Context: an optimization exercise on an open-source flow, tuned for small area, a short achievable clock period and few clock cycles. The choices shown serve that exercise and are no tape-out recipe.
Where RTL was checked, it was by simulation tests only, not by an equivalence proof against the original.
Only the layout flow was run in run 5; the RTL was not checked for function there.
Power is estimated from default activity; no workload was simulated.

==> flow/design.v (outline; a module is shown in full before it is edited, if it fits) <==
// module CVAE_top: 482 lines
// module mul_tree: 2034 lines
module CVAE_top #(
    parameter ADDR_WIDTH = 16,
    parameter DATA_WIDTH = 32
)(
    input wire clk,
    input wire rst_n,
    input wire start,
    output reg finish,
    input wire [DATA_WIDTH-1:0] init_data,
    output reg sram_state_wea,
    output reg [ADDR_WIDTH-1:0] sram_state_addr,
    output wire [DATA_WIDTH-1:0] sram_state_wdata,
    output reg [ADDR_WIDTH-1:0] sram_weight_addr,
    input wire [DATA_WIDTH-1:0] sram_weight_rdata,
    output reg [ADDR_WIDTH-1:0] sram_bias_addr,
    input wire [DATA_WIDTH-1:0] sram_bias_rdata,
    output reg [5:0] seq_lens
);
  // ...
==> flow/flow/run.sh <==
#!/bin/bash
# Standard layout (the standard.sh, all steps unchanged) with a larger
# setup-slack target for the resizer's repair_timing passes, so that it
# works on paths well inside the clock period. The SDC is not touched.
set -euo pipefail
bash standard.sh SETUP_SLACK_MARGIN=9 finish > standard_make.log 2>&1
==> flow/standard.sh <==
#!/bin/bash
# synth_recipe.tcl (not shown) runs the flow's synth.tcl, then flattens the netlist and writes it again
# the make line also repeats each setting of config.mk as NAME=value (left out here)
make -C /OpenROAD-flow-scripts/flow DESIGN_CONFIG=/design/flow/config.mk WORK_HOME=/design/flow/orfs CLKGATE_MAP_FILE= SYNTH_SCRIPT=/design/flow/synth_recipe.tcl "${@:-finish}"
==> flow/config.mk <==
export PLATFORM = sky130hd
export DESIGN_NAME = CVAE_top
export DESIGN_NICKNAME = CVAE_top
export VERILOG_FILES = /design/flow/design.v
export SDC_FILE = /design/flow/constraint.sdc
export NUM_CORES = 8
export LEC_CHECK = 0
export CAP_MARGIN = 20
export CORE_MARGIN = 2
export CORE_UTILIZATION = 40
export CTS_CLUSTER_DIAMETER = 80
export CTS_CLUSTER_SIZE = 30
export SLEW_MARGIN = 20
==> flow/constraint.sdc <==
create_clock -name core_clock -period 13.0 [get_ports {clk}]
set_input_delay 2.6000 -clock core_clock [delete_from_list [all_inputs] [get_ports {clk}]]
set_output_delay 2.6000 -clock core_clock [all_outputs]
set_load 0.01 [all_outputs]
==> summary.txt, run 1 <==
status - complete, no violations
top-count cell post-synth - dfxtp_1
clock sinks - 3304
sequential cell count - 3304
Flop pwr share - 41.7%
CTS buffer count - 163
busiest layer in global routing - met2
async set or reset register ratio after synthesis - 0%
clk_buf instances - 181
M1 wire length - 150000 microns
PnR worst setup slack - 8.62 ns
CTS max path bufs - 4
most frequent cells in the layout - dfxtp_1, nand2_1, inv_1
Critical Path Sink - cx[30]
dpl ws - 7.63 ns
met1 Track Usage GR - 31.3%
multi-input gates - 5350
full die area - 298000 sq um
drt pass-1 iters - 7
Design Power - 0.0300 W
antenna cells - 8
utilization after layout - 47.4%
Logic pwr share - 38.9%
CP Buf/Inv Count - 3
Rows - 198
routed via count - 75900
dominant power group - sequential cells
power per cell area - 217 nW/um^2
vias in the first global route - 75000
clock network power share - 19.4%
Chip Height - 546 microns
Worst Skew - 0.0953 ns
FF+latch area - 68500 sq um
top cells by area, synth - dfxtp_1, fa_1, edfxtp_1
Tcrit/Tclk final - 33.7%
metal3 WL - 37100 microns
met3 usage - 6.30%
Testbench counts, summed over its fixed seeds: cycles 9,161,276.
==> run 2, diff against run 1 <==
--- a/flow/config.mk
+++ b/flow/config.mk
@@ -10,4 +10,2 @@
 export CORE_UTILIZATION = 40
-export CTS_CLUSTER_DIAMETER = 80
-export CTS_CLUSTER_SIZE = 30
 export SLEW_MARGIN = 20
==> run 2 against run 1 <==
Still clean on timing, DRC and antenna. Non-clock buffer count rose by 1. Global-route usage rose by 0.24 points. Sequential cell count did not move. Combinational power barely moved. Routed wire length rose by 0.82%. Synthesized cell count did not move. Largest cell class unchanged.
==> summary.txt, run 2 <==
core area - 291000 sq um (unchanged)
Worst setup startpoint - csh[0] (was csh[3])
die width - 546 microns (unchanged)
status - complete, no violations (unchanged)
Initial Utilization - 40.3% (unchanged)
crit path DAT - 5.23 ns (was 5.12 ns)
top-count cell post-synth - dfxtp_1 (unchanged)
largest net degree at the start of global routing - 83 (unchanged)
EDFF count, synth - 200 (unchanged)
power per cell area - 234 nW/um^2 (was 217 nW/um^2)
commonest non-fill, non-tap cell in the layout - dfxtp_1 (unchanged)
simple-gate share of the synthesized area - 5.93% (unchanged)
layout cells sized above 1 - 19.5% (was 17.8%)
Max Clock Freq - 0.224 GHz (was 0.228 GHz)
DRT iter0 DRCs - 7522 (was 8102)
later-pin clock latency in the skew report - 0.93 ns (was 0.92 ns)
Worst Setup Start Kind - register (unchanged)
Area Overhead vs Synth - 22.4% (was 17.6%)
initial antenna violation count - 22 (was 26)
Worst Skew - 0.0818 ns (was 0.0953 ns)
mean routed wirelength per cell - 25.0 microns (was 25.4 microns)
slew margin rel. - 19.6% (was 10.4%)
area of the mapped netlist - 117000 sq um (unchanged)
CTS max path bufs - 4 (unchanged)
number of failing hold endpoints at the final stage - 0 (unchanged)
clock sinks - 3304 (unchanged)
post-synth top area share - 52.9% (unchanged)
yosys warns - 1 (unchanged)
routed via count - 77100 (was 75900)
CTS buffer count - 320 (was 163)
number of I/O pins - 187 (unchanged)
vias in the first global route - 77300 (was 75000)
Final Slew Violations - 0 (unchanged)
main combinational cell family by area after synthesis - adder cells (unchanged)
Tmin final - 4.46 ns (was 4.38 ns)
Pleak - 56.5 nW (was 53.6 nW)
async set or reset register ratio after synthesis - 0% (unchanged)
Hold Path Class - register to register (unchanged)
Tcrit/Tclk final - 34.3% (was 33.7%)
clock-pin slew on the worst setup and hold paths - 0.07 ns (was 0.10 ns)
R2R setup slack - 8.54 ns (was 8.62 ns)
drt drc - 0 (unchanged)
Commonest cells post-synth - dfxtp_1, inv_1, nand2_1 (unchanged)
Chip Height - 546 microns (unchanged)
reg2reg end - cx[18] (was cx[30])
Slew @ Worst Pin - 1.21 ns (was 1.31 ns)
kind of end point of the critical path - register (unchanged)
Setup TNS - 0 ns (unchanged)
input/output buffers - 178 (unchanged)
full die area - 298000 sq um (unchanged)
Design Power - 0.0336 W (was 0.0300 W)
CTS HTree Levels - 5 (was 4)
DR vias/cell - 5.31 (was 5.36)
register bit total from synthesis - 3304 (unchanged)
Compound-Gate Fraction of Synth Area - 10.3% (unchanged)
dpl hpwl - 225000 microns (unchanged)
first-pass GRT wire length - 521000 microns (was 514000 microns)
clock tree root buffer cell - clkbuf_16 (unchanged)
Synth Flop Type - dfxtp_1 (unchanged)
Rows - 198 (unchanged)
worst r2r src - csh[0] (was csh[3])
crit-path max FO - 5 (was 4)
utilization after layout - 49.3% (was 47.4%)
mux contribution to synthesized area - 3.48% (unchanged)
Final ANT Viol Nets - 0 (unchanged)
GP Congestion - 0.936 (unchanged)
MaxCap Viol Count - 0 (unchanged)
final WL - 363000 microns (was 360000 microns)
Critical Path Sink - cx[18] (was cx[30])
Total GRT Usage - 23.5% (was 23.2%)
RSZ-0062 raised after global routing - yes (unchanged)
leading area contributor after synthesis - dfxtp_1 (unchanged)
Yosys cell types - 94 (unchanged)
top cells by area, synth - dfxtp_1, fa_1, edfxtp_1 (unchanged)
Regs by FF count - ha (1024), hb (1024), xr (608) (unchanged)
CP required - 13.77 ns (was 13.74 ns)
critical path class - register to register (unchanged)
adder-cell share of the synthesized area - 11.5% (unchanged)
most frequent cells in the layout - dfxtp_1, inv_1, nand2_1 (was dfxtp_1, nand2_1, inv_1)
Mapped Avg Cell Area - 11.9 sq um (unchanged)
sequential-to-total area share from yosys stat - 58.1% (unchanged)
path depth of the worst reg2reg path - 17 (unchanged)
setup violators final - 0 (unchanged)
Cells after Synth - 9840 (unchanged)
CTS tree - yes (unchanged)
Final #Nets - 11200 (was 11100)
maximum vdd drop - 200 uV (was 163 uV)
Post-Synth XOR/XNOR Area - 6.72% (unchanged)
drt pass-1 iters - 9 (was 7)
final global-route overflow total - 0 (unchanged)
run 2: layout make-up:
| class | count | area [sq um] |
|---|---|---|
| clock inverter | 131 | 1810 |
| multi-input combinational | 5350 | 47900 |
| sequential | 3304 | 68500 |
| inverter | 575 | 2180 |
| timing repair inverter | 1 | 7.51 |
| fill | 25500 | 148000 |
| antenna | 18 | 45.0 |
| timing repair buffer | 795 | 9040 |
| tap | 3900 | 4880 |
| clock buffer | 449 | 9320 |
run 2: how the worst min path moves through the flow:
| stage | startpoint | endpoint | cells past startpoint |
|---|---|---|---|
| global route | ha[619] | ha[587] | 0 |
| detailed placement | ha[177] | ha[145] | 0 |
| finish | xr[489] | xr[457] | 0 |
| global placement | hb[297] | hb[265] | 0 |
| floorplan | ha[32] | ha[0] | 0 |
| CTS | hb[490] | hb[458] | 0 |
run 2: where the power goes:
group          internal (W)  switching [W]
clock               0.00558        0.00397
sequential           0.0118       0.000737
combinational       0.00492        0.00658
run 2: per-stage QoR:
step                      setup WS, ns  cell area [sq um]  hold WS (ns)  cells
after floorplan                   9.00             118000         0.310   9847
after detailed placement          7.63             123000         0.312  13400
after CTS                         8.39             140000         0.247  14400
after global placement            7.52             123000         0.310  13400
after global routing              8.46             144000         0.267  14500
final                             8.54             144000         0.257  14500
run 2: routing by layer:
layer	global-route usage, %	routed length, microns	up-vias
met1	31.2	150000	37900
met4	10.8	19800	12
met5	0	175	-
li1	-	-	34200
met2	35.2	155000	3975
met3	6.84	38000	1053
run 2: kinds of logic after synthesis:
kind of cell	Yosys count
other	1
adders and majority gates	784
buffers and inverters	1195
xor gates and xnor gates	900
muxes	337
AOI/OAI and AO/OA	1821
DFF	3304
and+or+nand+nor	1498
run 2: worst max-delay path, stage by stage (launching register included):
cell and delay [ns]:
dfxtp_4 0.38, buf_12 0.11, buf_12 0.10, buf_16 0.11, mux4_2 0.57, mux4_2 0.53
xnor2_2 0.21, ha_4 0.24, a21o_1 0.18, a221o_1 0.42, a2111oi_4 0.43, nor3_2 0.11
a221oi_2 0.36, buf_4 0.18, xnor2_1 0.13, nor2_1 0.08, a211oi_2 0.17, a21oi_1 0.06
run 2: what timing repair did:
item / 4_1_cts / 5_1_grt
pin swaps: 241 / 296
gates resized for setup: 1033 / 425
cloned: 37 / 9
endpoints found under the setup margin: 347 / 247
hold buffers: 0 / 0
setup buffers: 314 / 124
==> run 3, diff against run 2 <==
--- a/flow/config.mk
+++ b/flow/config.mk
@@ -10,2 +10,4 @@
 export CORE_UTILIZATION = 40
+export CTS_CLUSTER_DIAMETER = 60
+export CTS_CLUSTER_SIZE = 24
 export SLEW_MARGIN = 20
==> run 3 against run 2 <==
Clock skew grew 0.053 ns. Combinational power is essentially flat. Final area shrank 2.5%. Synthesized area is the same. Synthesized cell count is the same. Hold slack gained 0.024 ns. Maximum frequency grew 4.0%. Via count shrank 1.0%. Cell count shrank 1.8%. Routed wire length shrank 0.60%. Core utilization shrank 1.3 points. Register-to-register slack gained 0.17 ns. Highest routed layer unchanged.
==> summary.txt, run 3 <==
status - complete, no violations (unchanged)
Final #Nets - 11100 (was 11200)
later-pin clock latency in the skew report - 0.94 ns (was 0.93 ns)
Setup TNS - 0 ns (unchanged)
Rows - 198 (unchanged)
crit-path max FO - 6 (was 5)
CTS tree - yes (unchanged)
dpl hpwl - 225000 microns (unchanged)
Area Overhead vs Synth - 19.3% (was 22.4%)
DR vias/cell - 5.35 (was 5.31)
number of failing hold endpoints at the final stage - 0 (unchanged)
core area - 291000 sq um (unchanged)
Commonest cells post-synth - dfxtp_1, inv_1, nand2_1 (unchanged)
Initial Utilization - 40.3% (unchanged)
die width - 546 microns (unchanged)
Hold Path Class - register to register (unchanged)
Regs by FF count - ha (1024), hb (1024), xr (608) (unchanged)
CTS HTree Levels - 4 (was 5)
Max Clock Freq - 0.233 GHz (was 0.224 GHz)
drt drc - 0 (unchanged)
filler instances - 25800 (was 25500)
RSZ-0062 raised after global routing - yes (unchanged)
post-synth top area share - 52.9% (unchanged)
Synth Flop Type - dfxtp_1 (unchanged)
critical path class - register to register (unchanged)
sequential-to-total area share from yosys stat - 58.1% (unchanged)
clock tree root buffer cell - clkbuf_16 (unchanged)
final WL - 360000 microns (was 363000 microns)
initial antenna violation count - 19 (was 22)
power per cell area - 222 nW/um^2 (was 234 nW/um^2)
CP required - 13.75 ns (was 13.77 ns)
Chip Height - 546 microns (unchanged)
area of the mapped netlist - 117000 sq um (unchanged)
drt pass-1 iters - 8 (was 9)
dpl ws - 7.63 ns (unchanged)
EDFF count, synth - 200 (unchanged)
Mapped Avg Cell Area - 11.9 sq um (unchanged)
Pleak - 54.5 nW (was 56.5 nW)
crit path DAT - 5.04 ns (was 5.23 ns)
Tmin final - 4.29 ns (was 4.46 ns)
Final ANT Viol Nets - 0 (unchanged)
top cells by area, synth - dfxtp_1, fa_1, edfxtp_1 (unchanged)
Total GRT Usage - 23.3% (was 23.5%)
number of I/O pins - 187 (unchanged)
first-pass GRT wire length - 516000 microns (was 521000 microns)
async set or reset register ratio after synthesis - 0% (unchanged)
register bit total from synthesis - 3304 (unchanged)
GP Congestion - 0.936 (unchanged)
Final Slew Violations - 0 (unchanged)
commonest non-fill, non-tap cell in the layout - dfxtp_1 (unchanged)
yosys warns - 1 (unchanged)
Yosys cell types - 94 (unchanged)
mean routed wirelength per cell - 25.3 microns (was 25.0 microns)
DRT iter0 DRCs - 7781 (was 7522)
most frequent cells in the layout - dfxtp_1, nand2_1, inv_1 (was dfxtp_1, inv_1, nand2_1)
clock sinks - 3304 (unchanged)
leading area contributor after synthesis - dfxtp_1 (unchanged)
largest net degree at the start of global routing - 83 (unchanged)
CTS max path bufs - 4 (unchanged)
kind of end point of the critical path - register (unchanged)
MaxCap Viol Count - 0 (unchanged)
Worst Skew - 0.135 ns (was 0.0818 ns)
Tcrit/Tclk final - 33.0% (was 34.3%)
maximum vdd drop - 181 uV (was 200 uV)
PnR worst setup slack - 8.71 ns (was 8.54 ns)
top-count cell post-synth - dfxtp_1 (unchanged)
final global-route overflow total - 0 (unchanged)
setup violators final - 0 (unchanged)
slew margin rel. - 5.03% (was 19.6%)
clock-pin slew on the worst setup and hold paths - 0.09 ns (was 0.07 ns)
Slew @ Worst Pin - 1.38 ns (was 1.21 ns)
vias in the first global route - 75600 (was 77300)
CTS buffer count - 217 (was 320)
layout cells sized above 1 - 18.6% (was 19.5%)
Worst Setup Start Kind - register (unchanged)
input/output buffers - 178 (unchanged)
Cells after Synth - 9840 (unchanged)
routed via count - 76300 (was 77100)
full die area - 298000 sq um (unchanged)
==> run 3: cell count changes in the layout (fill, tap and decap cells not counted), sizes merged, moves of 7 or more <==
cell and delta:
clkinv -28, buf -10, bufinv -20, diode -7, inv +13, clkbuf -206
==> run 3: path summary, 6_finish.rpt <==
| kind | startpoint | end | slack (ns) | cells after the start |
|---|---|---|---|---|
| worst min register to register | ha[682] | ha[650] | 0.28 | 0 |
| worst max register to register | csh[0] | cx[30] | 8.71 | 16 |
| worst min-delay path | ha[682] | ha[650] | 0.28 | 0 |
| worst max-delay path | csh[0] | cx[30] | 8.71 | 16 |
==> run 3: cells by family after synthesis <==
| group | after synthesis | synth area share [%] |
|---|---|---|
| simple gates | 1498 | 5.93 |
| xor+xnor | 900 | 6.72 |
| mux | 337 | 3.48 |
| compound gates | 1821 | 10.3 |
| buf+inv | 1195 | 3.97 |
| flops | 3304 | 58.1 |
| fa+ha+maj | 784 | 11.5 |
| other cells | 1 | 0.00319 |
==> run 3: metal layers <==
metal | GRT usage, % | up-vias | share of wire (%)
met4 | 10.2 | 4 | 5.2
met3 | 5.84 | 1030 | 10
li1 | - | 33800 | -
met2 | 35.1 | 3928 | 43
met5 | 0 | - | 0.0055
met1 | 31.6 | 37600 | 42
==> run 3: what timing repair did <==
action / 4_1_cts / 5_1_grt
cloned: 37 / 16
pin swaps: 207 / 305
hold buffers: 0 / 0
buffers inserted: 269 / 158
setup endpoints to repair: 351 / 257
gates resized for setup: 1061 / 497
==> run 3: area by class of cell <==
class	instances	area [sq um]	area share (%)
Sequential cell	3304	68500	48.9
Multi-Input combinational cell	5350	48200	34.4
Timing Repair Buffer	789	9140	6.53
Clock buffer	237	5610	4.01
Tap cell	3900	4880	3.49
Inverter	575	2180	1.56
Clock inverter	100	1460	1.04
Antenna cell	11	27.5	0.0197
Timing Repair inverter	2	15.0	0.0107
==> run 3: per-stage QoR <==
step	total power [W]	area (sq um)	hold WS (ns)	instances	utilization, %
6_report	0.0310	140000	0.281	14300	48.1
5_1_grt	0.0327	140000	0.283	14300	48.0
4_1_cts	0.0299	136000	0.265	14100	46.7
3_5_place_dp	0.0215	123000	0.312	13400	42.2
3_3_place_gp	0.0215	123000	0.310	13400	42.2
2_1_floorplan	0.0185	118000	0.310	9847	-
==> run 3: worst max-delay path: stages, from the launching register on <==
cell and delay [ns]:
dfxtp_4 0.37, buf_12 0.12, buf_12 0.13, mux4_2 0.56, mux4_2 0.52, xnor2_2 0.19
ha_4 0.24, a21o_1 0.18, a221o_1 0.42, a21oi_2 0.18, nand2b_4 0.17, o41ai_4 0.09
a221o_1 0.41, buf_6 0.16, o2111ai_4 0.17, mux2i_1 0.23, nor3_1 0.06
==> run 3: power by group <==
part	internal, W	switching [W]
registers	0.0118	0.000741
logic	0.00493	0.00658
clock network	0.00336	0.00364
==> run 4, diff against run 3 <==
--- a/flow/flow/run.sh
+++ b/flow/flow/run.sh
@@ -5,2 +5,2 @@
 set -euo pipefail
-bash standard.sh SETUP_SLACK_MARGIN=9 finish > standard_make.log 2>&1
+bash standard.sh SETUP_SLACK_MARGIN=8.6 finish > standard_make.log 2>&1
==> run 4 against run 3 <==
Synthesized cell count stayed put. Final area is 5.4% lower. Clock-buffer cell count up 1. Non-clock buffer count decreased by 372. Hold slack lost 0.042 ns. Still clean on timing, DRC and antenna. Cell count down 2.7%. Clock power down 1%. Maximum frequency fell by 1.7%. Sequential cell count is the same. Power shrank 6.1%. Routed wire length shrank 6.7%. Combinational power down 16%.
==> summary.txt, run 4 <==
CTS max path bufs - 4 (unchanged)
R2R setup slack - 8.64 ns (was 8.71 ns)
Slew @ Worst Pin - 1.24 ns (was 1.38 ns)
Commonest cells post-synth - dfxtp_1, inv_1, nand2_1 (unchanged)
post-route insts no fill - 13900 (was 14300)
DR vias/cell - 5.29 (was 5.35)
clock-pin slew on the worst setup and hold paths - 0.08 ns (was 0.09 ns)
kind of end point of the critical path - register (unchanged)
CTS tree - yes (unchanged)
Worst path top cell family by delay - adder cells (was compound AO/OA/AOI/OAI gates)
input/output buffers - 178 (unchanged)
Initial Utilization - 40.3% (unchanged)
Area Overhead vs Synth - 12.9% (was 19.3%)
later-pin clock latency in the skew report - 0.97 ns (was 0.94 ns)
Worst setup startpoint - Mr[25] (was csh[0])
CTS buffer count - 216 (was 217)
Total GRT Usage - 21.5% (was 23.3%)
yosys warns - 1 (unchanged)
EDFF count, synth - 200 (unchanged)
path depth of the worst reg2reg path - 12 (was 16)
Critical Path Sink - pC[37] (was cx[30])
CP Buf/Inv Count - 4 (was 3)
number of failing hold endpoints at the final stage - 0 (unchanged)
filler instances - 26600 (was 25800)
register bit total from synthesis - 3304 (unchanged)
first-pass GRT wire length - 481000 microns (was 516000 microns)
Final ANT Viol Nets - 0 (unchanged)
top cells by area, synth - dfxtp_1, fa_1, edfxtp_1 (unchanged)
async set or reset register ratio after synthesis - 0% (unchanged)
worst r2r src - Mr[25] (was csh[0])
largest net degree at the start of global routing - 83 (unchanged)
layout cells sized above 1 - 9.28% (was 18.6%)
CTS HTree Levels - 4 (unchanged)
core area - 291000 sq um (unchanged)
Final #Nets - 10700 (was 11100)
Tcrit/Tclk final - 33.6% (was 33.0%)
dpl hpwl - 223000 microns (was 225000 microns)
vias in the first global route - 72700 (was 75600)
RSZ-0062 raised after global routing - yes (unchanged)
critical path class - register to register (unchanged)
drt pass-1 iters - 7 (was 8)
slew margin rel. - 16.1% (was 5.03%)
Synth Flop Type - dfxtp_1 (unchanged)
Tmin final - 4.36 ns (was 4.29 ns)
drt drc - 0 (unchanged)
number of I/O pins - 187 (unchanged)
Rows - 198 (unchanged)
most frequent cells in the layout - dfxtp_1, inv_1, nand2_1 (was dfxtp_1, nand2_1, inv_1)
Regs by FF count - ha (1024), hb (1024), xr (608) (unchanged)
CP max stage delay - 0.53 ns (was 0.56 ns)
final WL - 336000 microns (was 360000 microns)
Worst Setup Start Kind - register (unchanged)
Yosys cell types - 94 (unchanged)
power per cell area - 220 nW/um^2 (was 222 nW/um^2)
Max Clock Freq - 0.229 GHz (was 0.233 GHz)
setup violators final - 0 (unchanged)
DRT iter0 DRCs - 7440 (was 7781)
routed via count - 73400 (was 76300)
Hold Path Class - register to register (unchanged)
status - complete, no violations (unchanged)
area of the mapped netlist - 117000 sq um (unchanged)
CP required - 13.71 ns (was 13.75 ns)
CP dominant cell by count - fa_1
clock tree root buffer cell - clkbuf_16 (unchanged)
initial antenna violation count - 23 (was 19)
clock sinks - 3304 (unchanged)
leading area contributor after synthesis - dfxtp_1 (unchanged)
full die area - 298000 sq um (unchanged)
# hold bufs at CTS - 0 (unchanged)
Pleak - 51.6 nW (was 54.5 nW)
crit path DAT - 5.08 ns (was 5.04 ns)
Mapped Avg Cell Area - 11.9 sq um (unchanged)
reg2reg end - pC[37] (was cx[30])
die width - 546 microns (unchanged)
slowest CP cell - fa_1 (was mux4_2)
Final Slew Violations - 0 (unchanged)
GP Congestion - 0.926 (was 0.936)
Setup TNS - 0 ns (unchanged)
Chip Height - 546 microns (unchanged)
Worst Skew - 0.170 ns (was 0.135 ns)
final global-route overflow total - 0 (unchanged)
utilization after layout - 45.5% (was 48.1%)
Cells after Synth - 9840 (unchanged)
commonest non-fill, non-tap cell in the layout - dfxtp_1 (unchanged)
mean routed wirelength per cell - 24.2 microns (was 25.3 microns)
post-synth top area share - 52.9% (unchanged)
WP depth - 12 (was 16)
placed cells - 13400 (about the same)
crit-path max FO - 31 (was 6)
maximum vdd drop - 120 uV (was 181 uV)
top-count cell post-synth - dfxtp_1 (unchanged)
sequential-to-total area share from yosys stat - 58.1% (unchanged)
MaxCap Viol Count - 0 (unchanged)
Cell Chain, Critical Path - clkbuf_8, a22oi_1, xor2_1, fa_1, fa_1, fa_1, inv_1, fa_1, inv_1, fa_1, inv_1, fa_2 (was buf_12, buf_12, mux4_2, mux4_2, xnor2_2, ha_4, a21o_1, a221o_1, a21oi_2, nand2b_4, o41ai_4, a221o_1, buf_6, o2111ai_4, mux2i_1, nor3_1)
run 4: cell counts after synthesis:
No cell type changed its count.
run 4: report_power, final:
group,switching (W),total [W],internal (W)
clock,0.00361,0.00693,0.00332
sequential,0.000765,0.0125,0.0118
combinational,0.00588,0.00969,0.00381
run 4: worst min-delay path by stage:
stage	cells past startpoint	start	slack [ns]	end
6_report	0	ha[355]	0.24	ha[323]
5_1_grt	0	ha[355]	0.23	ha[323]
4_1_cts	0	ha[56]	0.22	ha[24]
3_5_place_dp	0	ha[197]	0.31	ha[165]
3_3_place_gp	0	ha[436]	0.31	ha[404]
2_1_floorplan	0	ha[32]	0.31	ha[0]
run 4: area by class of cell:
| type | instances | area, sq um | area share [%] |
|---|---|---|---|
| Timing Repair Buffer | 417 | 4510 | 3.41 |
| Clock inverter | 98 | 1290 | 0.974 |
| Sequential cell | 3304 | 68300 | 51.6 |
| Timing Repair inverter | 1 | 7.51 | 0.00567 |
| Multi-Input combinational cell | 5348 | 45600 | 34.4 |
| Clock buffer | 238 | 5670 | 4.28 |
| Inverter | 575 | 2180 | 1.64 |
| Antenna cell | 8 | 20.0 | 0.0151 |
| Tap cell | 3900 | 4880 | 3.68 |
run 4: timing repair:
item | CTS | global route
pin swaps | 28 | 57
resized for setup | 232 | 231
setup endpoints to repair | 254 | 127
setup buffers | 37 | 56
gates cloned | 4 | 14
run 4: per-stage QoR:
step | setup WS (ns) | hold slack (ns) | power [W] | instance area (sq um)
final | 8.64 | 0.239 | 0.0292 | 132000
after global routing | 8.48 | 0.233 | 0.0307 | 132000
after CTS | 8.49 | 0.223 | 0.0288 | 131000
after detailed placement | 7.24 | 0.312 | 0.0215 | 123000
after global placement | 7.28 | 0.310 | 0.0215 | 123000
after floorplan | 8.58 | 0.310 | 0.0184 | 117000
run 4: cells by family (layout without fill, tap and decap cells):
kind of cell             count (synthesis)  in the layout  share of synthesized area [%]
flip-flops                            3304           3304                           58.1
AO/OA/AOI/OAI                         1821           1821                           10.3
AND/OR/NAND/NOR                       1498           1498                           5.93
buffers and inverters                 1195           1329                           3.97
XOR/XNOR                               900            900                           6.72
adder cells (fa/ha/maj)                784            784                           11.5
multiplexers                           337            337                           3.48
other                                    1             16                        0.00319
run 4: per-layer routing:
layer	up-vias	part of all wire [%]	GRT usage, %
li1	33000	-	-
met1	36100	44	30.0
met2	3432	43	32.5
met3	867	8.9	4.22
met4	4	4.9	9.04
met5	-	0.0068	0
==> module CVAE_top, before the edit <==
module CVAE_top #(
    parameter ADDR_WIDTH = 16,
    parameter DATA_WIDTH = 32
)(
    input wire clk,
    input wire rst_n,
    input wire start,
    output reg finish,
    input wire [DATA_WIDTH-1:0] init_data,
    output reg sram_state_wea,
    output reg [ADDR_WIDTH-1:0] sram_state_addr,
    output wire [DATA_WIDTH-1:0] sram_state_wdata,
    output reg [ADDR_WIDTH-1:0] sram_weight_addr,
    input wire [DATA_WIDTH-1:0] sram_weight_rdata,
    output reg [ADDR_WIDTH-1:0] sram_bias_addr,
    input wire [DATA_WIDTH-1:0] sram_bias_rdata,
    output reg [5:0] seq_lens
);
    localparam PH_IDLE = 3'd0, PH_LOAD = 3'd1, PH_L2H = 3'd2, PH_NEUR = 3'd3,
               PH_TAIL = 3'd4, PH_CONF = 3'd5, PH_STATE = 3'd6, PH_DONE = 3'd7;
    localparam MS_HOLD = 3'd0, MS_X = 3'd1, MS_HA = 3'd2, MS_HB = 3'd3,
               MS_COR = 3'd5;
    localparam BS_MEM = 2'd0, BS_A = 2'd1, BS_G = 2'd2;
    localparam TG_A = 2'd0, TG_B = 2'd1, TG_H = 2'd2, TG_R = 2'd3;
    reg rst_q;
    always @(posedge clk) rst_q <= rst_n;
    wire rst = !rst_q;
    reg [2:0] phase;
    reg [8:0] cnt;
    reg [4:0] j;
    reg [9:0] jx19;
    reg       cur;           
    reg [4:0] hidx;          
    reg [4:0] xidx;          
    reg [2:0] ts;            
    reg [2:0] gcnt;
    reg       stop;
    reg [3:0] wrow;
    wire [4:0] hidx2 = hidx + 5'd2;
    wire [4:0] hidx4 = hidx + 5'd4;
    reg  [4:0] xidx2;        
    reg [15:0] row;          
    reg        row_x;        
    wire [15:0] row_addr = row + {11'd0, (row_x ? xidx2 : hidx2)};
    reg [19*32-1:0] xr;
    reg [32*32-1:0] ha;
    reg [32*32-1:0] hb;
    wire [31:0] x_head  = xr[31:0];
    wire [31:0] ha_head = ha[31:0];
    wire [31:0] hb_head = hb[31:0];
    wire [31:0] cur_head = cur ? hb_head : ha_head;
    reg [31:0] A, B, G, H;
    reg        o_valid;
    reg [2:0]  o_ms;
    reg [1:0]  o_bs;
    reg        o_bias;
    reg [1:0]  o_tg;
    reg        o_clr;
    reg        o_cun;     
    reg        o_gzm;     
    reg        o_clu;     
    reg        o_clt;     
    reg        o_hdn;     
    reg        o_rdn;     
    reg        o_cmp;     
    reg [15:0] o_wa;
    reg [15:0] o_ba;
    wire [2:0] ms_cur = cur ? MS_HB : MS_HA;
    wire [2:0] ms_new = cur ? MS_HA : MS_HB;
    wire [7:0] l2h_q = cnt[7:0] - 8'd26;
    wire [1:0] l2h_p = (l2h_q < 8'd33) ? 2'd0 : (l2h_q < 8'd66) ? 2'd1 : (l2h_q < 8'd99) ? 2'd2 : 2'd3;
    wire [5:0] l2h_r = l2h_q[5:0] - {l2h_p, 5'd0} - {4'd0, l2h_p};
    always @(*) begin
        o_valid = 1'b0; o_ms = MS_HOLD; o_bs = BS_MEM; o_bias = 1'b0;
        o_tg = TG_A; o_clr = 1'b0; o_cun = 1'b0; o_gzm = 1'b0;
        o_clu = 1'b0; o_clt = 1'b0; o_hdn = 1'b0; o_rdn = 1'b0; o_cmp = 1'b0;
        o_wa = 16'd0; o_ba = 16'd0;
        case (phase)
        PH_L2H: begin
            if (cnt <= 9'd157 && cnt >= 9'd26) begin
                if (l2h_r == 6'd0) begin
                    o_ms = MS_HB;
                end else begin
                    o_valid = 1'b1; o_tg = TG_R; o_clr = (l2h_p == 2'd0); o_bias = (l2h_p == 2'd0);
                    o_wa = {(11'd1347 + {6'd0, hidx4}), l2h_p};
                    o_ba = 16'd207 + {11'd0, hidx4};
                end
            end
        end
        PH_NEUR: begin
            o_valid = 1'b1;
            if (cnt < 9'd32) begin               
                o_ms = ms_cur; o_tg = TG_A; o_clr = (cnt == 9'd0); o_bias = (cnt == 9'd0);
                o_wa = row_addr; o_ba = 16'd160 + {11'd0, j};
            end else if (cnt < 9'd51) begin      
                o_ms = MS_X; o_tg = TG_A; o_bias = (cnt == 9'd32); o_clu = (cnt == 9'd50);
                o_wa = row_addr; o_ba = 16'd64 + {11'd0, j};
            end else if (cnt == 9'd51) begin     
                o_valid = (j != 5'd0);
                o_ms = MS_COR; o_bs = BS_G; o_tg = TG_H; o_hdn = (j != 5'd0);
            end else if (cnt < 9'd84) begin      
                o_ms = ms_cur; o_tg = TG_A; o_clr = (cnt == 9'd52); o_bias = (cnt == 9'd52);
                o_wa = row_addr; o_ba = 16'd128 + {11'd0, j};
            end else if (cnt < 9'd103) begin     
                o_ms = MS_X; o_tg = TG_A; o_bias = (cnt == 9'd84); o_clu = (cnt == 9'd102);
                o_wa = row_addr; o_ba = 16'd32 + {11'd0, j};
            end else if (cnt == 9'd103) begin    
                o_ms = MS_COR; o_bs = BS_G; o_tg = TG_H; o_clr = 1'b1; o_gzm = 1'b1;
            end else if (cnt < 9'd136) begin     
                o_ms = ms_cur; o_tg = TG_A; o_clr = (cnt == 9'd104); o_bias = (cnt == 9'd104);
                o_wa = row_addr; o_ba = 16'd96 + {11'd0, j};
            end else if (cnt < 9'd155) begin     
                o_ms = MS_X; o_tg = TG_B; o_clr = (cnt == 9'd136); o_bias = (cnt == 9'd136);
                o_wa = row_addr; o_ba = {11'd0, j};
            end else begin                       
                o_ms = MS_COR; o_cun = 1'b1; o_bs = BS_A; o_tg = TG_B; o_clt = 1'b1;
            end
        end
        PH_TAIL: begin
            case (ts)
            3'd0, 3'd2: if (cnt >= 9'd2 && xidx2 == 5'd13) begin
                o_valid = 1'b1; o_ms = MS_X; o_tg = ts[1] ? TG_B : TG_A; o_clr = 1'b1; o_bias = 1'b1;
                o_wa = row_addr; o_ba = ts[1] ? 16'd206 : 16'd205;
            end
            3'd1, 3'd3: begin
                o_valid = 1'b1; o_ms = MS_X; o_tg = ts[1] ? TG_B : TG_A;
                o_wa = row_addr;
            end
            3'd4: if (cnt >= 9'd43) begin
                o_valid = 1'b1; o_ms = MS_COR; o_bs = BS_G; o_tg = TG_H; o_hdn = 1'b1;
            end
            default: ;
            endcase
        end
        PH_CONF: begin
            o_valid = 1'b1; o_ms = ms_new;
            o_tg = cnt[5] ? TG_B : TG_A;
            o_wa = row_addr;
            o_cmp = (cnt == 9'd63);
        end
        PH_STATE: begin
            o_valid = 1'b1; o_ms = ms_new;
            o_tg = cnt[5] ? TG_A : TG_B;
            o_clr = (cnt[4:0] == 5'd0); o_bias = (cnt[4:0] == 5'd0);
            o_wa = row_addr;
            o_ba = 16'd192 + {12'd0, cnt[8:5]};
            o_rdn = (cnt[4:0] == 5'd31);
        end
        default: ;
        endcase
    end
    reg hpend; reg [4:0] hslot;
    reg xpend; reg [3:0] xslot; reg xsrc;
    wire h_ins = hpend && (hidx == hslot);
    wire x_ins = xpend && ({1'b0, xslot} == xidx);
    reg        t1_valid, t2_valid, t3_valid;
    reg [2:0]  t1_ms, t2_ms;
    reg [1:0]  t1_bs, t2_bs;
    reg        t1_bias, t2_bias;
    reg [1:0]  t1_tg, t2_tg, t3_tg;
    reg        t1_clr, t2_clr, t3_clr;
    reg        t1_cun, t2_cun;
    reg        t4_sa, t4_sb, t4_sh, t4_sr;       
    reg        t4_wa, t4_wb, t4_wh, t4_wr;       
    reg        t1_gzm, t2_gzm, t3_gzm;
    reg [4:0]  t1_ev, t2_ev, t3_ev, t4_ev, t5_ev;    
    always @(posedge clk) begin
        if (rst) begin
            t1_valid <= 1'b0; t2_valid <= 1'b0; t3_valid <= 1'b0;
            t1_ev <= 5'd0; t2_ev <= 5'd0; t3_ev <= 5'd0; t4_ev <= 5'd0; t5_ev <= 5'd0;
            t1_gzm <= 1'b0; t2_gzm <= 1'b0; t3_gzm <= 1'b0;
            t1_ms <= MS_HOLD; t2_ms <= MS_HOLD;
        end else begin
            t1_valid <= o_valid; t2_valid <= t1_valid; t3_valid <= t2_valid;
            t1_ev <= {o_cmp, o_rdn, o_hdn, o_clt, o_clu};
            t2_ev <= t1_ev; t3_ev <= t2_ev; t4_ev <= t3_ev; t5_ev <= t4_ev;
            t1_gzm <= o_gzm; t2_gzm <= t1_gzm; t3_gzm <= t2_gzm;
            t1_ms <= o_ms; t2_ms <= t1_ms;
        end
        t1_bs <= o_bs; t2_bs <= t1_bs;
        t1_bias <= o_bias; t2_bias <= t1_bias;
        t1_tg <= o_tg; t2_tg <= t1_tg; t3_tg <= t2_tg;
        t1_clr <= o_clr; t2_clr <= t1_clr; t3_clr <= t2_clr;
        t1_cun <= o_cun; t2_cun <= t1_cun;
        t4_sa <= !t3_clr && t3_tg == TG_A;
        t4_sb <= !t3_clr && t3_tg == TG_B;
        t4_sh <= !t3_clr && t3_tg == TG_H;
        t4_sr <= !t3_clr && t3_tg == TG_R;
        t4_wa <= t3_valid && t3_tg == TG_A;
        t4_wb <= t3_valid && t3_tg == TG_B;
        t4_wh <= t3_valid && t3_tg == TG_H;
        t4_wr <= t3_valid && t3_tg == TG_R;
    end
    reg [31:0] cx, cy, cz;
    reg [5:0]  cstep;       
    reg        ctanh;
    wire [23:0] c_t24  = cz[23:0];
    wire [31:0] zm_val = {24'h010000 - cz[23:0], 8'd0};
    reg [32:0] Mr;
    reg [15:0] bneg, bone, btwo;
    reg [31:0] biasr;
    reg [31:0] bsrc;
    always @(*) begin
        bsrc = ({32{t2_bs == BS_MEM}} & sram_weight_rdata) | ({32{t2_bs == BS_A}} & A) |
               ({32{t2_bs == BS_G}} & G);
    end
    wire [32:0] bsx = {bsrc, 1'b0};
    integer bi;
    always @(posedge clk) begin
        Mr <= ({33{t2_ms == MS_X}} & {x_head[31], x_head}) |
              ({33{t2_ms == MS_HA}} & {ha_head[31], ha_head}) |
              ({33{t2_ms == MS_HB}} & {hb_head[31], hb_head}) |
              ({33{t2_ms == MS_COR}} & {(~t2_cun & c_t24[23]), c_t24, 8'd0}) |
              ({33{t2_ms == MS_HOLD}} & Mr);
        for (bi = 0; bi < 16; bi = bi + 1) begin
            bneg[bi] <= bsx[2*bi+2];
            bone[bi] <= bsx[2*bi+1] ^ bsx[2*bi];
            btwo[bi] <= (bsx[2*bi+2] & ~bsx[2*bi+1] & ~bsx[2*bi]) | (~bsx[2*bi+2] & bsx[2*bi+1] & bsx[2*bi]);
        end
        biasr <= t2_bias ? sram_bias_rdata : 32'd0;
    end
    wire [55:0] tS, tC;
    mul_tree mt (.m(Mr), .neg(bneg), .one(bone), .two(btwo), .bias(biasr), .S(tS), .C(tC));
    wire [16:0] plo16 = {1'b0, tS[15:0]} + {1'b0, tC[15:0]};
    reg [55:16] pS, pC;
    reg         pc16;
    always @(posedge clk) begin
        pS <= tS[55:16];
        pC <= tC[55:16];
        pc16 <= plo16[16];
    end
    wire [31:0] acc_in = ({32{t4_sa}} & A) | ({32{t4_sb}} & B) | ({32{t4_sh}} & H) |
                         ({32{t4_sr}} & ha_head);
    wire [9:0] plo = {1'b0, pS[23:16], 1'b1} + {1'b0, pC[23:16], pc16};
    wire [31:0] q_s = acc_in ^ pS[55:24] ^ pC[55:24];
    wire [31:0] q_c = (acc_in & pS[55:24]) | (acc_in & pC[55:24]) | (pS[55:24] & pC[55:24]);
    wire [31:0] acc_out = q_s + {q_c[30:0], plo[9]};
    wire w_ring = t4_wr;
    always @(posedge clk) begin
        if (t4_wa) A <= acc_out;
        if (t4_wb) B <= acc_out;
        if (t4_wh) H <= acc_out;
    end
    wire g_cap = (phase == PH_NEUR) && (cnt >= 9'd54) && (cnt <= 9'd104) && (hidx == j);
    always @(posedge clk) begin
        if (t3_gzm) G <= zm_val;
        else if (g_cap) G <= cur_head;
    end
    wire ld_x = (phase == PH_LOAD) && (cnt < 9'd19);
    wire ld_z = (phase == PH_LOAD) && (cnt >= 9'd19);
    wire [31:0] x_tail = ld_x ? init_data : x_ins ? (xsrc ? A : B) : x_head;
    wire [31:0] ha_tail = w_ring ? acc_out : (h_ins && cur) ? H : ha_head;
    wire [31:0] hb_tail = ld_z ? init_data : (h_ins && !cur) ? H : hb_head;
    always @(posedge clk) begin
        xr <= {x_tail, xr[19*32-1:32]};
        ha <= {ha_tail, ha[32*32-1:32]};
        hb <= {hb_tail, hb[32*32-1:32]};
    end
    assign sram_state_wdata = xr[19*32-1:18*32];
    function [37:0] cctl;    
        input [5:0] st;
        input tnh;
        reg [4:0] sh; reg [18:0] cn; reg [2:0] cl;
        begin
            sh = 5'd0; cn = 19'd0; cl = 3'd0;
            case (st)
                6'd1: begin cn = 19'd386121; cl = 3'd1; end
                6'd2: begin cn = 19'd204353; cl = 3'd1; end
                6'd3: begin cn = 19'd112524; cl = 3'd1; end
                6'd4: begin cn = 19'd63763;  cl = 3'd1; end
                6'd5: begin sh = 5'd1;  cn = 19'd35999; cl = 3'd2; end
                6'd6: begin sh = 5'd2;  cn = 19'd16738; cl = 3'd2; end
                6'd7: begin sh = 5'd3;  cn = 19'd8235;  cl = 3'd2; end
                6'd8: begin sh = 5'd4;  cn = 19'd4101;  cl = 3'd2; end
                6'd9: begin sh = 5'd4;  cn = 19'd4101;  cl = 3'd2; end
                6'd10: begin sh = 5'd5;  cn = 19'd2048; cl = 3'd2; end
                6'd11: begin sh = 5'd6;  cn = 19'd1024; cl = 3'd2; end
                6'd12: begin sh = 5'd7;  cn = 19'd512;  cl = 3'd2; end
                6'd13: begin sh = 5'd8;  cn = 19'd256;  cl = 3'd2; end
                6'd14: begin sh = 5'd9;  cn = 19'd128;  cl = 3'd2; end
                6'd15: begin sh = 5'd10; cn = 19'd64;   cl = 3'd2; end
                6'd16: begin sh = 5'd11; cn = 19'd32;   cl = 3'd2; end
                6'd17: begin sh = 5'd12; cn = 19'd16;   cl = 3'd2; end
                6'd18: begin sh = 5'd13; cn = 19'd8;    cl = 3'd2; end
                6'd19: begin sh = 5'd13; cn = 19'd8;    cl = 3'd2; end
                6'd20: begin sh = 5'd14; cn = 19'd4;    cl = 3'd2; end
                6'd21: begin sh = 5'd15; cn = 19'd2;    cl = 3'd2; end
                6'd22, 6'd23: begin cl = 3'd3; end
                default: if (st >= 6'd24 && st <= 6'd40) begin
                    cn = (tnh ? 19'd131072 : 19'd65536) >> (st[4:0] - 5'd24);
                    cl = 3'd4;
                end
            endcase
            cctl = {11'd0, sh, cn, cl};
        end
    endfunction
    reg [4:0]  csh;
    reg [18:0] ccon;
    reg [2:0]  ccl;       
    reg [2:0]  cdsr;      
    wire c_ld_u = t5_ev[0];
    wire c_ld_t = t5_ev[1];
    wire [37:0] cnext = cctl((c_ld_u || c_ld_t) ? 6'd1 : cstep + 6'd1, ctanh);
    wire [31:0] csx = $signed(cx) >>> csh;
    wire [31:0] csy = $signed(cy) >>> csh;
    wire cdz = cz[31];
    wire cdy = cy[31];
    wire c_rot = (ccl == 3'd2);
    wire c_vec = (ccl == 3'd4);
    wire c_x22 = (ccl == 3'd3);
    wire       cx_sub = c_rot & cdz;
    wire [32:0] cx_add_w = {cx, 1'b1} + {(cx_sub ? ~csy : csy), cx_sub};
    wire [31:0] cx_add = cx_add_w[32:1];
    wire       cy_sub = c_rot ? cdz : ~cdy;
    wire [32:0] cy_add_w = {cy, 1'b1} + {(cy_sub ? ~csx : csx), cy_sub};
    wire [31:0] cy_add = cy_add_w[32:1];
    wire       cz_sub = c_vec ? (cdy ^ ctanh) : ~cdz;
    wire [32:0] cz_add_w = {cz, 1'b1} + {(cz_sub ? ~{13'd0, ccon} : {13'd0, ccon}), cz_sub};
    wire [31:0] cz_add = cz_add_w[32:1];
    reg [63:0] cnp;
    always @(*) begin
        case ({cdsr, cdz})
            4'd0:  cnp = {32'h5c52a2a0, 32'h5c52a2a0};
            4'd1:  cnp = {32'he89e173e, 32'he89e1738};
            4'd2:  cnp = {32'h092bf4c5, 32'h092bf4b1};
            4'd3:  cnp = {32'h014f6c61, 32'h014f6bd3};
            4'd4:  cnp = {32'h008e7130, 32'h008e6fe1};
            4'd5:  cnp = {32'h00145dce, 32'h001454a1};
            4'd6:  cnp = {32'h0004ac95, 32'h000483f8};
            4'd7:  cnp = {32'h00013631, 32'h000019e2};
            4'd8:  cnp = {32'h00013634, 32'hffffe620};
            4'd9:  cnp = {32'h0004ac96, 32'hfffb7c08};
            4'd10: cnp = {32'h00145dce, 32'hffebab5e};
            4'd11: cnp = {32'h008e7130, 32'hff71901e};
            4'd12: cnp = {32'h014f6c61, 32'hfeb0942c};
            4'd13: cnp = {32'h092bf4c5, 32'hf6d40b4e};
            4'd14: cnp = {32'he89e173d, 32'h1761e8c7};
            default: cnp = {32'h5c52a29d, 32'ha3ad5d63};
        endcase
    end
    wire [31:0] c_src = c_ld_t ? B : A;
    wire [31:0] c_d   = {{8{c_src[31]}}, c_src[31:8]};
    always @(posedge clk) begin
        if (rst) begin
            cstep <= 6'd0;
        end else if (c_ld_u || c_ld_t) begin
            cstep <= 6'd1;
        end else if (cstep != 6'd0) begin
            cstep <= (cstep == 6'd40) ? 6'd0 : cstep + 6'd1;
        end
        csh <= cnext[26:22];
        cx <= (ccl == 3'd1) ? cnp[63:32] : c_vec ? {cx[31], cx[31:1]} : cx_add;
        cy <= (ccl == 3'd1) ? cnp[31:0] : c_x22 ? 32'd65536 : cy_add;
        ccon <= cnext[21:3];
        ccl <= cnext[2:0];
        if (c_ld_u || c_ld_t) begin
            cz <= c_ld_t ? {c_d[30:0], 1'b0} : (~c_d + 32'd1);
            ctanh <= c_ld_t;
        end else if (cstep != 6'd0) begin
            if (ccl == 3'd1) cdsr <= {cdsr[1:0], cdz};
            cz <= c_x22 ? {15'd0, ctanh, 16'd0} : cz_add;
        end
    end
    always @(posedge clk) begin
        sram_weight_addr <= o_wa;
        sram_bias_addr <= o_ba;
    end
    always @(posedge clk) begin
        if (rst) begin
            phase <= PH_IDLE; cnt <= 9'd0; j <= 5'd0; jx19 <= 10'd0; cur <= 1'b0;
            ts <= 3'd0; gcnt <= 3'd0; stop <= 1'b0; wrow <= 4'd0;
            hpend <= 1'b0; xpend <= 1'b0;
            finish <= 1'b0; sram_state_wea <= 1'b0; seq_lens <= 6'd0;
            hidx <= 5'd0; xidx <= 5'd0; xidx2 <= 5'd2;
        end else begin
            if (phase == PH_IDLE) begin
                hidx <= 5'd0; xidx <= 5'd0; xidx2 <= 5'd2;
            end else begin
                hidx <= hidx + 5'd1;
                xidx <= (xidx == 5'd18) ? 5'd0 : xidx + 5'd1;
                xidx2 <= (xidx2 == 5'd18) ? 5'd0 : xidx2 + 5'd1;
            end
            if (t5_ev[2]) begin
                hpend <= 1'b1;
                hslot <= (phase == PH_TAIL) ? j : j - 5'd1;
            end else if (h_ins) hpend <= 1'b0;
            sram_state_wea <= x_ins;
            if (sram_state_wea) sram_state_addr <= sram_state_addr + 16'd1;
            if (t5_ev[3]) begin
                xpend <= 1'b1;
            end else if (x_ins) begin
                xpend <= 1'b0;
                xslot <= xslot + 4'd1;
                xsrc <= ~xsrc;
                wrow <= wrow + 4'd1;
            end
            if (t5_ev[4]) begin
                stop <= ($signed(A) < $signed(B));
                seq_lens <= seq_lens + 6'd1;
            end
            case (phase)
            PH_IDLE: if (start) begin
                phase <= PH_LOAD; cnt <= 9'd0;
                sram_state_addr <= 16'd13;
            end
            PH_LOAD: begin
                cnt <= cnt + 9'd1;
                if (cnt == 9'd22) begin phase <= PH_L2H; cnt <= 9'd0; end
            end
            PH_L2H: begin
                cnt <= cnt + 9'd1;
                row <= {11'd121, 5'd0}; row_x <= 1'b0;
                if (cnt == 9'd159) begin
                    phase <= PH_NEUR; cnt <= 9'd0; j <= 5'd0; jx19 <= 10'd0; cur <= 1'b0;
                end
            end
            PH_NEUR: begin
                cnt <= cnt + 9'd1;
                case (cnt)
                    9'd31:  begin row <= 16'd1216 + {6'd0, jx19}; row_x <= 1'b1; end
                    9'd51:  begin row <= {(11'd89 + {6'd0, j}), 5'd0}; row_x <= 1'b0; end
                    9'd83:  begin row <= 16'd608 + {6'd0, jx19}; row_x <= 1'b1; end
                    9'd103: begin row <= {(11'd57 + {6'd0, j}), 5'd0}; row_x <= 1'b0; end
                    9'd135: begin row <= {6'd0, jx19}; row_x <= 1'b1; end
                    9'd155: begin row <= (j == 5'd31) ? 16'd5331 : {(11'd122 + {6'd0, j}), 5'd0}; row_x <= (j == 5'd31); end
                    default: ;
                endcase
                if (cnt == 9'd155) begin
                    cnt <= 9'd0;
                    if (j == 5'd31) begin
                        phase <= PH_TAIL; ts <= 3'd0;
                    end else begin
                        j <= j + 5'd1; jx19 <= jx19 + 10'd19;
                    end
                end
            end
            PH_TAIL: begin
                cnt <= cnt + 9'd1;
                case (ts)
                3'd0, 3'd2: if (cnt >= 9'd2 && xidx2 == 5'd13) begin ts <= ts + 3'd1; gcnt <= 3'd1; end
                3'd1, 3'd3: begin
                    gcnt <= gcnt + 3'd1;
                    if (gcnt == 3'd5) begin ts <= ts + 3'd1; row <= 16'd5369; end
                end
                3'd4: if (cnt >= 9'd43) begin ts <= 3'd5; gcnt <= 3'd0; end
                3'd5: if (gcnt != 3'd7) gcnt <= gcnt + 3'd1;
                      else if (!hpend) begin
                    phase <= PH_CONF; cnt <= 9'd0; row <= 16'd5312; row_x <= 1'b0;
                end
                default: ;
                endcase
            end
            PH_CONF: begin
                cnt <= cnt + 9'd1;
                if (cnt == 9'd31) row <= 16'd5350;
                if (cnt == 9'd63) row <= {11'd153, 5'd0};
                if (cnt == 9'd63) begin
                    phase <= PH_STATE; cnt <= 9'd0;
                    wrow <= 4'd0; xslot <= 4'd0; xsrc <= 1'b0;
                end
            end
            PH_STATE: begin
                cnt <= cnt + 9'd1;
                if (cnt[4:0] == 5'd31) row <= row + 16'd32;
                if (cnt == 9'd415) begin
                    row <= {11'd121, 5'd0};
                    cnt <= 9'd0;
                    if (stop) begin
                        phase <= PH_DONE;
                    end else begin
                        phase <= PH_NEUR; j <= 5'd0; jx19 <= 10'd0; cur <= ~cur;
                    end
                end
            end
            PH_DONE: begin
                if (wrow == 4'd13) finish <= 1'b1;
            end
            default: phase <= PH_IDLE;
            endcase
        end
    end
endmodule
==> run 5, diff against run 4 <==
--- a/flow/design.v
+++ b/flow/design.v
@@ -40,6 +40,3 @@
     wire [4:0] hidx4 = hidx + 5'd4;
-    reg  [4:0] xidx2;        
-    reg [15:0] row;          
-    reg        row_x;        
-    wire [15:0] row_addr = row + {11'd0, (row_x ? xidx2 : hidx2)};
+    wire [4:0] xidx2 = (xidx >= 5'd17) ? xidx - 5'd17 : xidx + 5'd2;
     reg [19*32-1:0] xr;
@@ -93,6 +90,6 @@
                 o_ms = ms_cur; o_tg = TG_A; o_clr = (cnt == 9'd0); o_bias = (cnt == 9'd0);
-                o_wa = row_addr; o_ba = 16'd160 + {11'd0, j};
+                o_wa = {(11'd121 + {6'd0, j}), hidx2}; o_ba = 16'd160 + {11'd0, j};
             end else if (cnt < 9'd51) begin      
                 o_ms = MS_X; o_tg = TG_A; o_bias = (cnt == 9'd32); o_clu = (cnt == 9'd50);
-                o_wa = row_addr; o_ba = 16'd64 + {11'd0, j};
+                o_wa = 16'd1216 + {6'd0, jx19} + {11'd0, xidx2}; o_ba = 16'd64 + {11'd0, j};
             end else if (cnt == 9'd51) begin     
@@ -102,6 +99,6 @@
                 o_ms = ms_cur; o_tg = TG_A; o_clr = (cnt == 9'd52); o_bias = (cnt == 9'd52);
-                o_wa = row_addr; o_ba = 16'd128 + {11'd0, j};
+                o_wa = {(11'd89 + {6'd0, j}), hidx2}; o_ba = 16'd128 + {11'd0, j};
             end else if (cnt < 9'd103) begin     
                 o_ms = MS_X; o_tg = TG_A; o_bias = (cnt == 9'd84); o_clu = (cnt == 9'd102);
-                o_wa = row_addr; o_ba = 16'd32 + {11'd0, j};
+                o_wa = 16'd608 + {6'd0, jx19} + {11'd0, xidx2}; o_ba = 16'd32 + {11'd0, j};
             end else if (cnt == 9'd103) begin    
@@ -110,6 +107,6 @@
                 o_ms = ms_cur; o_tg = TG_A; o_clr = (cnt == 9'd104); o_bias = (cnt == 9'd104);
-                o_wa = row_addr; o_ba = 16'd96 + {11'd0, j};
+                o_wa = {(11'd57 + {6'd0, j}), hidx2}; o_ba = 16'd96 + {11'd0, j};
             end else if (cnt < 9'd155) begin     
                 o_ms = MS_X; o_tg = TG_B; o_clr = (cnt == 9'd136); o_bias = (cnt == 9'd136);
-                o_wa = row_addr; o_ba = {11'd0, j};
+                o_wa = {6'd0, jx19} + {11'd0, xidx2}; o_ba = {11'd0, j};
             end else begin                       
@@ -122,3 +119,3 @@
                 o_valid = 1'b1; o_ms = MS_X; o_tg = ts[1] ? TG_B : TG_A; o_clr = 1'b1; o_bias = 1'b1;
-                o_wa = row_addr; o_ba = ts[1] ? 16'd206 : 16'd205;
+                o_wa = ts[1] ? 16'd5382 : 16'd5344; o_ba = ts[1] ? 16'd206 : 16'd205;
             end
@@ -126,3 +123,3 @@
                 o_valid = 1'b1; o_ms = MS_X; o_tg = ts[1] ? TG_B : TG_A;
-                o_wa = row_addr;
+                o_wa = (ts[1] ? 16'd5369 : 16'd5331) + {11'd0, xidx2};
             end
@@ -137,3 +134,3 @@
             o_tg = cnt[5] ? TG_B : TG_A;
-            o_wa = row_addr;
+            o_wa = (cnt[5] ? 16'd5350 : 16'd5312) + {11'd0, hidx2};
             o_cmp = (cnt == 9'd63);
@@ -144,3 +141,3 @@
             o_clr = (cnt[4:0] == 5'd0); o_bias = (cnt[4:0] == 5'd0);
-            o_wa = row_addr;
+            o_wa = {(11'd153 + {7'd0, cnt[8:5]}), hidx2};
             o_ba = 16'd192 + {12'd0, cnt[8:5]};
@@ -223,9 +220,6 @@
     mul_tree mt (.m(Mr), .neg(bneg), .one(bone), .two(btwo), .bias(biasr), .S(tS), .C(tC));
-    wire [16:0] plo16 = {1'b0, tS[15:0]} + {1'b0, tC[15:0]};
-    reg [55:16] pS, pC;
-    reg         pc16;
+    reg [55:0] pS, pC;
     always @(posedge clk) begin
-        pS <= tS[55:16];
-        pC <= tC[55:16];
-        pc16 <= plo16[16];
+        pS <= tS;
+        pC <= tC;
     end
@@ -233,6 +227,6 @@
                          ({32{t4_sr}} & ha_head);
-    wire [9:0] plo = {1'b0, pS[23:16], 1'b1} + {1'b0, pC[23:16], pc16};
+    wire [24:0] plo = {1'b0, pS[23:0]} + {1'b0, pC[23:0]};
     wire [31:0] q_s = acc_in ^ pS[55:24] ^ pC[55:24];
     wire [31:0] q_c = (acc_in & pS[55:24]) | (acc_in & pC[55:24]) | (pS[55:24] & pC[55:24]);
-    wire [31:0] acc_out = q_s + {q_c[30:0], plo[9]};
+    wire [31:0] acc_out = q_s + {q_c[30:0], plo[24]};
     wire w_ring = t4_wr;
@@ -351,4 +345,2 @@
         csh <= cnext[26:22];
-        cx <= (ccl == 3'd1) ? cnp[63:32] : c_vec ? {cx[31], cx[31:1]} : cx_add;
-        cy <= (ccl == 3'd1) ? cnp[31:0] : c_x22 ? 32'd65536 : cy_add;
         ccon <= cnext[21:3];
@@ -359,3 +351,13 @@
         end else if (cstep != 6'd0) begin
-            if (ccl == 3'd1) cdsr <= {cdsr[1:0], cdz};
+            if (ccl == 3'd1) begin
+                cdsr <= {cdsr[1:0], cdz};
+                if (cstep == 6'd4) begin
+                    cx <= cnp[63:32];
+                    cy <= cnp[31:0];
+                end
+            end
+            if (c_rot || c_x22) cx <= cx_add;
+            if (c_vec) cx <= {cx[31], cx[31:1]};
+            if (c_rot || c_vec) cy <= cy_add;
+            if (c_x22) cy <= 32'd65536;
             cz <= c_x22 ? {15'd0, ctanh, 16'd0} : cz_add;
@@ -373,6 +375,6 @@
             finish <= 1'b0; sram_state_wea <= 1'b0; seq_lens <= 6'd0;
-            hidx <= 5'd0; xidx <= 5'd0; xidx2 <= 5'd2;
+            hidx <= 5'd0; xidx <= 5'd0;
         end else begin
             if (phase == PH_IDLE) begin
-                hidx <= 5'd0; xidx <= 5'd0; xidx2 <= 5'd2;
+                hidx <= 5'd0; xidx <= 5'd0;
             end else begin
@@ -380,3 +382,2 @@
                 xidx <= (xidx == 5'd18) ? 5'd0 : xidx + 5'd1;
-                xidx2 <= (xidx2 == 5'd18) ? 5'd0 : xidx2 + 5'd1;
             end
@@ -411,3 +412,2 @@
                 cnt <= cnt + 9'd1;
-                row <= {11'd121, 5'd0}; row_x <= 1'b0;
                 if (cnt == 9'd159) begin
@@ -418,11 +418,2 @@
                 cnt <= cnt + 9'd1;
-                case (cnt)
-                    9'd31:  begin row <= 16'd1216 + {6'd0, jx19}; row_x <= 1'b1; end
-                    9'd51:  begin row <= {(11'd89 + {6'd0, j}), 5'd0}; row_x <= 1'b0; end
-                    9'd83:  begin row <= 16'd608 + {6'd0, jx19}; row_x <= 1'b1; end
-                    9'd103: begin row <= {(11'd57 + {6'd0, j}), 5'd0}; row_x <= 1'b0; end
-                    9'd135: begin row <= {6'd0, jx19}; row_x <= 1'b1; end
-                    9'd155: begin row <= (j == 5'd31) ? 16'd5331 : {(11'd122 + {6'd0, j}), 5'd0}; row_x <= (j == 5'd31); end
-                    default: ;
-                endcase
                 if (cnt == 9'd155) begin
@@ -442,3 +433,3 @@
                     gcnt <= gcnt + 3'd1;
-                    if (gcnt == 3'd5) begin ts <= ts + 3'd1; row <= 16'd5369; end
+                    if (gcnt == 3'd5) ts <= ts + 3'd1;
                 end
@@ -447,3 +438,3 @@
                       else if (!hpend) begin
-                    phase <= PH_CONF; cnt <= 9'd0; row <= 16'd5312; row_x <= 1'b0;
+                    phase <= PH_CONF; cnt <= 9'd0;
                 end
@@ -454,4 +445,2 @@
                 cnt <= cnt + 9'd1;
-                if (cnt == 9'd31) row <= 16'd5350;
-                if (cnt == 9'd63) row <= {11'd153, 5'd0};
                 if (cnt == 9'd63) begin
@@ -463,5 +452,3 @@
                 cnt <= cnt + 9'd1;
-                if (cnt[4:0] == 5'd31) row <= row + 16'd32;
                 if (cnt == 9'd415) begin
-                    row <= {11'd121, 5'd0};
                     cnt <= 9'd0;
==> flow/run.sh (new file) <==
#!/bin/bash
# synth_recipe.tcl (not shown) runs the flow's synth.tcl, then flattens the netlist and writes it again
# the make line also repeats each setting of config.mk as NAME=value (left out here)
make -C /OpenROAD-flow-scripts/flow DESIGN_CONFIG=/design/flow/config.mk WORK_HOME=/design/flow/orfs CLKGATE_MAP_FILE= SYNTH_SCRIPT=/design/flow/synth_recipe.tcl finish
--- a/flow/config.mk
+++ b/flow/config.mk
@@ -7,7 +7,6 @@
 export LEC_CHECK = 0
-export CAP_MARGIN = 20
+export CAP_MARGIN = 70
 export CORE_MARGIN = 2
 export CORE_UTILIZATION = 40
-export CTS_CLUSTER_DIAMETER = 60
-export CTS_CLUSTER_SIZE = 24
-export SLEW_MARGIN = 20
+export SETUP_SLACK_MARGIN = 5
+export SLEW_MARGIN = 70
removed: flow/flow/run.sh
removed: flow/standard.sh
==> run 5 against run 4 <==
Still clean on timing, DRC and antenna. Synthesized cell count increased by 0.18%. Clock-buffer cell count increased by 231. Sequential cell count up 5. Worst setup slack got worse by 1.4 ns. Largest power group unchanged.
==> summary.txt, run 5 <==
path depth of the worst reg2reg path - 24 (was 12)
number of failing hold endpoints at the final stage - 0 (unchanged)
R2R setup slack - 7.21 ns (was 8.64 ns)
Area Overhead vs Synth - 17.0% (was 12.9%)
Net Sw Power - 0.0101 W (was 0.0103 W)
CTS max path bufs - 4 (unchanged)
sequential-to-total area share from yosys stat - 58.2% (was 58.1%)
final hold slack - 0.260 ns (was 0.239 ns)
DR vias/cell - 5.20 (was 5.29)
CP required - 13.62 ns (was 13.71 ns)
dpl hpwl - 236000 microns (was 223000 microns)
Setup TNS - 0 ns (unchanged)
final global-route overflow total - 0 (unchanged)
register bit total from synthesis - 3309 (was 3304)
post-CTS sizing - 0 (was 232)
clock-pin slew on the worst setup and hold paths - 0.06 ns (was 0.08 ns)
Commonest cells post-synth - dfxtp_1, inv_1, a22oi_1 (was dfxtp_1, inv_1, nand2_1)
number of I/O pins - 187 (unchanged)
Cells after Synth - 9858 (was 9840)
Synth Flop Type - dfxtp_1 (unchanged)
input/output buffers - 175 (was 178)
CTS tree - yes (unchanged)
top cells by area, synth - dfxtp_1, fa_1, edfxtp_1 (unchanged)
MaxCap Viol Count - 0 (unchanged)
crit path DAT - 6.41 ns (was 5.08 ns)
Slew @ Worst Pin - 0.542 ns (was 1.24 ns)
leading area contributor after synthesis - dfxtp_1 (unchanged)
vias in the first global route - 74700 (was 72700)
Yosys cell types - 94 (unchanged)
Total GRT Usage - 22.0% (was 21.5%)
Tmin final - 5.79 ns (was 4.36 ns)
Flop pwr share - 40.4% (was 43.0%)
clock network power share - 29.7% (was 23.8%)
drt pass-1 iters - 17 (was 7)
met2 GRT Util - 33.7% (was 32.5%)
async set or reset register ratio after synthesis - 0% (unchanged)
Final #Nets - 10900 (was 10700)
yosys warns - 1 (unchanged)
most frequent cells in the layout - dfxtp_1, inv_1, a22oi_1 (was dfxtp_1, inv_1, nand2_1)
clock sinks - 3309 (was 3304)
status - complete, no violations (unchanged)
drt drc - 0 (unchanged)
Pleak - 53.5 nW (was 51.6 nW)
Rows - 199 (was 198)
fin area - 138000 sq um (was 132000 sq um)
CTS buffer count - 318 (was 216)
commonest non-fill, non-tap cell in the layout - dfxtp_1 (unchanged)
Regs by FF count - ha (1024), hb (1024), xr (608) (unchanged)
top-count cell post-synth - dfxtp_1 (unchanged)
mean routed wirelength per cell - 23.6 microns (was 24.2 microns)
Mapped Avg Cell Area - 12.0 sq um (was 11.9 sq um)
hold depth - 0 (unchanged)
CTS HTree Levels - 5 (was 4)
largest net degree at the start of global routing - 65 (was 83)
Initial Utilization - 40.2% (was 40.3%)
met3 usage - 4.85% (was 4.22%)
Setup Fix Bufs, Post-CTS - 0 (was 37)
Critical Path Sink - H[28] (was pC[37])
kind of end point of the critical path - register (unchanged)
Max Clock Freq - 0.173 GHz (was 0.229 GHz)
setup violators final - 0 (unchanged)
Internal - 0.0208 W (was 0.0189 W)
layout cells sized above 1 - 11.7% (was 9.28%)
critical path class - register to register (unchanged)
Worst setup startpoint - pS[2] (was Mr[25])
Switching Fraction - 32.7% (was 35.2%)
Logic pwr share - 29.8% (was 33.2%)
core area - 294000 sq um (was 291000 sq um)
RSZ-0062 raised after global routing - no (was yes)
slew margin rel. - 63.9% (was 16.1%)
initial antenna violation count - 20 (was 23)
-- run 5: cell types whose count changed after synthesis, moves of 27 or more --
cell / previous run / this run
a21oi_1: 289 / 349
clkbuf_1: 484 / 512
dfxtp_1: 3104 / 3063
edfxtp_1: 200 / 246
o21ai_0: 385 / 358
xnor2_1: 441 / 403
-- run 5: power by group through the flow --
| stage | sequential [W] | combinational, W | clock, W |
|---|---|---|---|
| finish | 0.0125 | 0.00924 | 0.00922 |
| global route | 0.0126 | 0.0101 | 0.00986 |
| CTS | 0.0125 | 0.00909 | 0.00946 |
| detailed placement | 0.0127 | 0.00897 | 0 |
| global placement | 0.0128 | 0.00857 | 0 |
| floorplan | 0.0124 | 0.00598 | 0 |
-- run 5: worst min path at each step --
stage	startpoint	end
floorplan	ha[32]	ha[0]
global placement	xr[461]	xr[429]
detailed placement	ha[54]	ha[22]
CTS	hb[459]	hb[427]
global route	hb[459]	hb[427]
finish	hb[459]	hb[427]
-- run 5: logic make-up (layout without fill, tap and decap cells) --
logic type	Yosys count	in the layout	synth area share, %
buffers and inverters	1210	1587	3.99
multiplexers	336	336	3.50
other	1	25	0.00317
adder cells (fa/ha/maj)	788	788	11.5
flip-flops	3309	3309	58.2
XOR/XNOR	879	879	6.52
AO/OA/AOI/OAI	1856	1856	10.4
AND/OR/NAND/NOR	1479	1479	5.88
-- run 5: final cells by class --
| cell class | count | area, sq um | share of cell area [%] |
|---|---|---|---|
| antenna | 14 | 35.0 | 0.0253 |
| clock buffer | 469 | 9310 | 6.73 |
| clock inverter | 100 | 1400 | 1.01 |
| inverter | 581 | 2200 | 1.59 |
| multi-input combinational | 5349 | 46400 | 33.6 |
| sequential | 3309 | 68900 | 49.8 |
| tap | 3919 | 4900 | 3.55 |
| timing repair buffer | 437 | 5090 | 3.68 |
-- run 5: layer usage --
metal  vias up  wire [microns]
li1      33500               -
met1     36200          146000
met2      3145          147000
met3       824           28100
met4         8           13500
met5         -              46
-- run 5: worst max-delay path: stages, from the launching register on --
cell and delay, ns:
dfxtp_1 0.30, ha_1 0.29, a41o_1 0.25, a21oi_1 0.17, nor2b_1 0.07, o21ai_0 0.21
a21oi_1 0.14, nor4_1 0.23, o31a_1 0.23, a211oi_1 0.09, o31ai_2 0.40, a21oi_4 0.19
ha_1 0.26, inv_1 0.09, fa_1 0.21, nor2b_1 0.06, o21a_1 0.16, nor2_1 0.17
o21ai_1 0.18, a221o_1 0.44, a211o_1 0.39, a21oi_2 0.33, o21ai_0 0.21, a31o_2 0.24
and2_1 0.18
-- run 5: per-stage QoR --
| stage | setup WS, ns | utilization (%) | instances |
|---|---|---|---|
| detailed placement | 7.29 | 43.2 | 13600 |
| global route | 6.89 | 47.0 | 14200 |
| global placement | 6.83 | 42.0 | 13500 |
| CTS | 7.20 | 46.8 | 14100 |
| finish | 7.21 | 47.1 | 14200 |
| floorplan | 7.99 | - | 9868 |

port drivers added, routing unchanged:
No port has a modelled driver above. Below, the same layouts with a new extraction and two added sets of constraints.
Step 1 assumes that a clkbuf_16 drives the clock port and a buf_2 every other input.
Step 2 adds t to the input delays and takes it off the output delays; t is the mean of the earliest and latest rising clock arrival at the registers after step 1. Input paths then give back, and output paths get back, about the clock's delay inside the block.
a / b / c = ideal ports / drivers / drivers and shift; a / b = the first two.
| run | t, ns | setup WS [ns] | worst setup path after step 2 | worst slew at a driven data input, ns | cell pins on the clock port's net |
|---|---|---|---|---|---|
| run 1 | 0.962 | 8.622 / 8.622 / 8.153 | input to register | 0.06 | 1 |
| run 2 | 0.996 | 8.540 / 8.540 / 8.165 | input to register | 0.06 | 1 |
| run 3 | 0.977 | 8.711 / 8.711 / 8.204 | input to register | 0.06 | 1 |
| run 4 | 0.988 | 8.638 / 8.596 / 8.190 | input to register | 0.09 | 1 |
| run 5 | 0.984 | 7.208 / 7.208 / 7.208 | register to register | 0.07 | 1 |
After both steps every run listed still meets setup and hold. For run 3, which loses most, drivers alone change the setup slack by 0.000 ns; drivers and shift together by -0.507 ns.
